Source: an optimization exercise on an open RTL-to-GDS flow (aim: small area). Production flows keep margins and buffers that such runs may drop.
Function was checked by simulation only, so behaviour that the tests miss may differ from the original.
No driver is modelled on the clock port, so clocking that relies on it looks cheaper here than on a real chip.
No activity file was given, so power comes from the tool's default toggle rates.

// System
module System(
	clk,
	rst,
	mbed,
	select,
	GreenBlueServoOut,
	RedServoOut,
	BinRecycleServoOut,
	RedBlueServoOut,
	GreenOtherServoOut,
	dispenseBlueLED,
	dispenseComplete,
	dispenseGreenLED,
	dispenseRedLED,
	mainState,
	mbedOutput,
	results,
	sortBlueLED,
	sortComplete,
	sortGreenLED,
	sortRedLED
);
Settings: LEC_CHECK=0, CAP_MARGIN=20, CORE_MARGIN=2, CORE_UTILIZATION=60, SLEW_MARGIN=20; clock period 10.0 ns.
standard.sh (not shown) runs the stock make flow with config.mk's settings and CLKGATE_MAP_FILE= SYNTH_SCRIPT=/design/flow/synth_recipe.tcl, a recipe that flattens the netlist after the stock synthesis.
==> flow/flow/run.sh <==
#!/bin/bash
# Own layout flow: the standard ORFS flow (standard.sh, unchanged synthesis),
# with smaller port buffers and a clock tree without dummy loads.
set -euo pipefail
export BUFFER_PORTS_ARGS="-buffer_cell sky130_fd_sc_hd__buf_1"
export CTS_ARGS="-sink_clustering_enable -repair_clock_nets -dont_use_dummy_load -root_buf sky130_fd_sc_hd__clkbuf_4 -buf_list sky130_fd_sc_hd__clkbuf_8"
bash standard.sh synth     > log_1_synth.log     2>&1
bash standard.sh floorplan > log_2_floorplan.log 2>&1
bash standard.sh place     > log_3_place.log     2>&1
bash standard.sh cts       > log_4_cts.log       2>&1
bash standard.sh route     > log_5_route.log     2>&1
bash standard.sh finish    > log_6_finish.log    2>&1
Rerun with:
--- a/flow/design.v
+++ b/flow/design.v
@@ -39,53 +39,54 @@
 output	[0:0] sortBlueLED;
 output	[0:0] sortComplete;
 output	[0:0] sortGreenLED;
 output	[0:0] sortRedLED;
 wire [15:0] cCntInc, mCntInc;
 wire [14:0] mPauseInc, dPauseInc;
 wire [16:0] sPauseInc;
 wire [13:0] pwmCntInc;
 wire [6:0] cIn = select ? 7'b1101110 : mbed;
-reg  [6:0] cChk;	 
+reg  [6:0] mbD;
+reg        selD;
+wire       r0;
+wire [6:0] cChk = selD ? 7'b1101110 : mbD;	 
 reg  [6:0] cOut;	 
 reg  [2:0] cMo;
 reg        cSCO, cDCO, cRcv;
 reg  [15:0] cCnt;
 wire cChg  = cChk != cIn;
 wire cWrap = (cCnt & 16'd50000) == 16'd50000;	 
 wire sCmp, dCmp;
 always @(posedge clk)
 	if (rst) begin
-		cChk <= 7'd0;
 		cOut[0] <= 1'b0;
 		cOut[4] <= 1'b0;
 		cMo  <= 3'd0;
 		cSCO <= 1'b0;
 		cDCO <= 1'b0;
 		cRcv <= 1'b0;
 		cCnt <= 16'd0;
 	end else begin
-		cChk <= cIn;
 		cOut[0] <= cChk[0];
 		cOut[4] <= cChk[4];
 		cMo  <= {cDCO, cSCO, cRcv};
 		cSCO <= ~cChg & (cSCO | sCmp);
 		cDCO <= ~cChg & (cDCO | dCmp);
 		if (cChg)
 			cRcv <= 1'b1;
 		else if (cWrap)
 			cRcv <= 1'b0;
 		cCnt <= (cWrap & ~cChg) ? 16'd0 : cCntInc;
 	end
 wire [6:0] mIn = select ? mbed : 7'b0111111;
-reg  [5:0]  mY;		 
+wire [5:0]  mY = selD ? mbD[5:0] : {6{~r0}};	 
 reg         mChg;	 
-reg         mStart;
+wire        mStart = selD & mbD[6];
 reg  [4:0]  mR;		 
 reg  [4:0]  mState;
 reg  [14:0] mPause;
 reg  [15:0] mCnt;
 reg         mRcv, mCmp;
 reg  [1:0]  mRes;
 reg         mAct;	 
 reg  [1:0]  mRB;	 
 reg  [2:0]  mGO;	 
@@ -101,38 +102,34 @@
 wire       mTestSt = ~mIdle & ~mSortSt & ~mDispSt;
 wire       mEnd    = mState == 5'd18;
 wire       mDone   = mStart & ((mSortSt & sCmp) | (mDispSt & dCmp) | (mTestSt & mHit));
 wire       mSS = mAct & mSortSt;
 wire       mDS = mAct & mDispSt;
 wire [2:0] mSortColour = {~mSS, 2'b11};
 wire [1:0] mDispense   = {~mDS | mState[2], ~mDS | mState[0]};
 always @(posedge clk)
 	if (rst) begin
-		mY     <= 6'd0;
 		mChg   <= 1'b0;
-		mStart <= 1'b0;
 		mR     <= 5'd0;
 		mState <= 5'd0;
 		mPause <= 15'd0;
 		mCnt   <= 16'd0;
 		mRcv   <= 1'b0;
 		mCmp   <= 1'b0;
 		mRes   <= 2'd0;
 		mAct   <= 1'b0;
 		mRB    <= 2'd0;
 		mGO    <= 3'd0;
 		mBR    <= 2'd0;
 		mRd    <= 2'd0;
 		mGB    <= 2'd0;
 	end else begin
-		mY     <= mIn[5:0];
 		mChg   <= mIn[5:0] != mY;
-		mStart <= mIn[6];
 		mRes   <= {mCmp, mRcv};
 		if (mChg)
 			mRcv <= 1'b1;
 		else if (mWrap)
 			mRcv <= 1'b0;
 		mCnt <= (mWrap & ~mChg) ? 16'd0 : mCntInc;
 		mPause <= (mStart & mTestSt & mHit) ? 15'd0 : mPauseInc;
 		if (mDone)
 			mCmp <= 1'b1;
@@ -294,18 +291,20 @@
 						2'd1: dState <= 4'd4;
 						default: dState <= 4'd7;
 					endcase
 			end else if (dHit)
 				dState <= dLast ? 4'd0 : dNext;
 		end
 	end
 always @(posedge clk) begin
 	{cOut[6:5], cOut[3:1]} <= {cChk[6:5], cChk[3:1]};
+	mbD  <= rst ? 7'd0 : mbed;
+	selD <= ~rst & select;
 	sChk <= sCol;
 	dChk <= dCol;
 end
 assign dCmp = dCmpR;
 assign dispenseRedLED   = (dState == 4'd2) | (dState == 4'd3);
 assign dispenseGreenLED = (dState == 4'd4 & dP) | (dState == 4'd5) | (dState == 4'd6);
 assign dispenseBlueLED  = (dState == 4'd7 & dP) | (dState == 4'd8) | (dState == 4'd9);
 assign dispenseComplete = dCmpR;
 assign mainState  = mState;
@@ -334,18 +333,19 @@
 wire       eRD = mRd[1] ? mRd[0] : nRD;
 wire [2:0] eGB = (mGB == 2'd0) ? nGB : (mGB == 2'd1) ? 3'd5 : (mGB == 2'd2) ? 3'd1 : 3'd4;
 reg  [13:0] pwmCnt;
 reg         pwmRun;	 
 reg  [1:0]  pRB, pGO;
 reg         pBR, pRD;
 reg  [2:0]  pGB;
 reg         oRB, oGO, oBR, oRD, oGB;
 wire [11:0] pc = pwmCnt[13:2];
+assign r0 = ~pwmRun & (pwmCnt[1:0] == 2'd0);	 
 wire pcZ = pc == 12'd0;
 wire k0  = pcZ & (pwmCnt[1:0] == 2'd0);
 wire k2  = pcZ & (pwmCnt[1:0] == 2'd2);
 reg eRBq, eGOq, eBRq, eRDq, eGBq;
 always @* begin
 	case (pRB)
 		2'd1: eRBq = &{pc[9], pc[5:3], pc[1]};		 
 		2'd2: eRBq = &{pc[7], pc[5:3], pc[0]};		 
 		default: eRBq = &{pc[8], pc[6:5], pc[1:0]};	 
=>
- The changed run went through all stages and came out clean
- wire length decreases by 1.6%
- design area is about the same
- die area stays the same
- total power drops by about 1.5%
- clock skew rose by 0.0054 ns
- synthesized cell count hardly moves
- utilization hardly moves
- non-clock buffer count is higher by 1
- global-route usage barely changes
- sequential power fell by about 3%

## port drivers added, routing unchanged
In the flow no input, the clock included, has a driving cell. The finished layouts below were timed again as built, in two steps. Step 1: set_driving_cell puts a clkbuf_16 on clk and a buf_2 on each other input, an assumption about the parent block. Step 2, shift: input delay + t, output delay - t, t = (earliest + latest rising clock arrival at the registers) / 2. This alone moves slack from input paths to output paths. Slacks: ideal ports / drivers / drivers and shift; pairs: ideal ports / drivers.
| run | t (ns) | slack for setup (ns) | worst setup path at the end |
|---|---|---|---|
| the first run | 0.627 | 4.198 / 4.216 / 3.589 | input to register |
| the second run | 0.621 | 4.307 / 4.319 / 3.699 | input to register |
After both steps setup and hold are still met in every run listed. The setup slack of the first run, which loses most, moves by +0.018 ns with the drivers and by -0.609 ns with both steps.
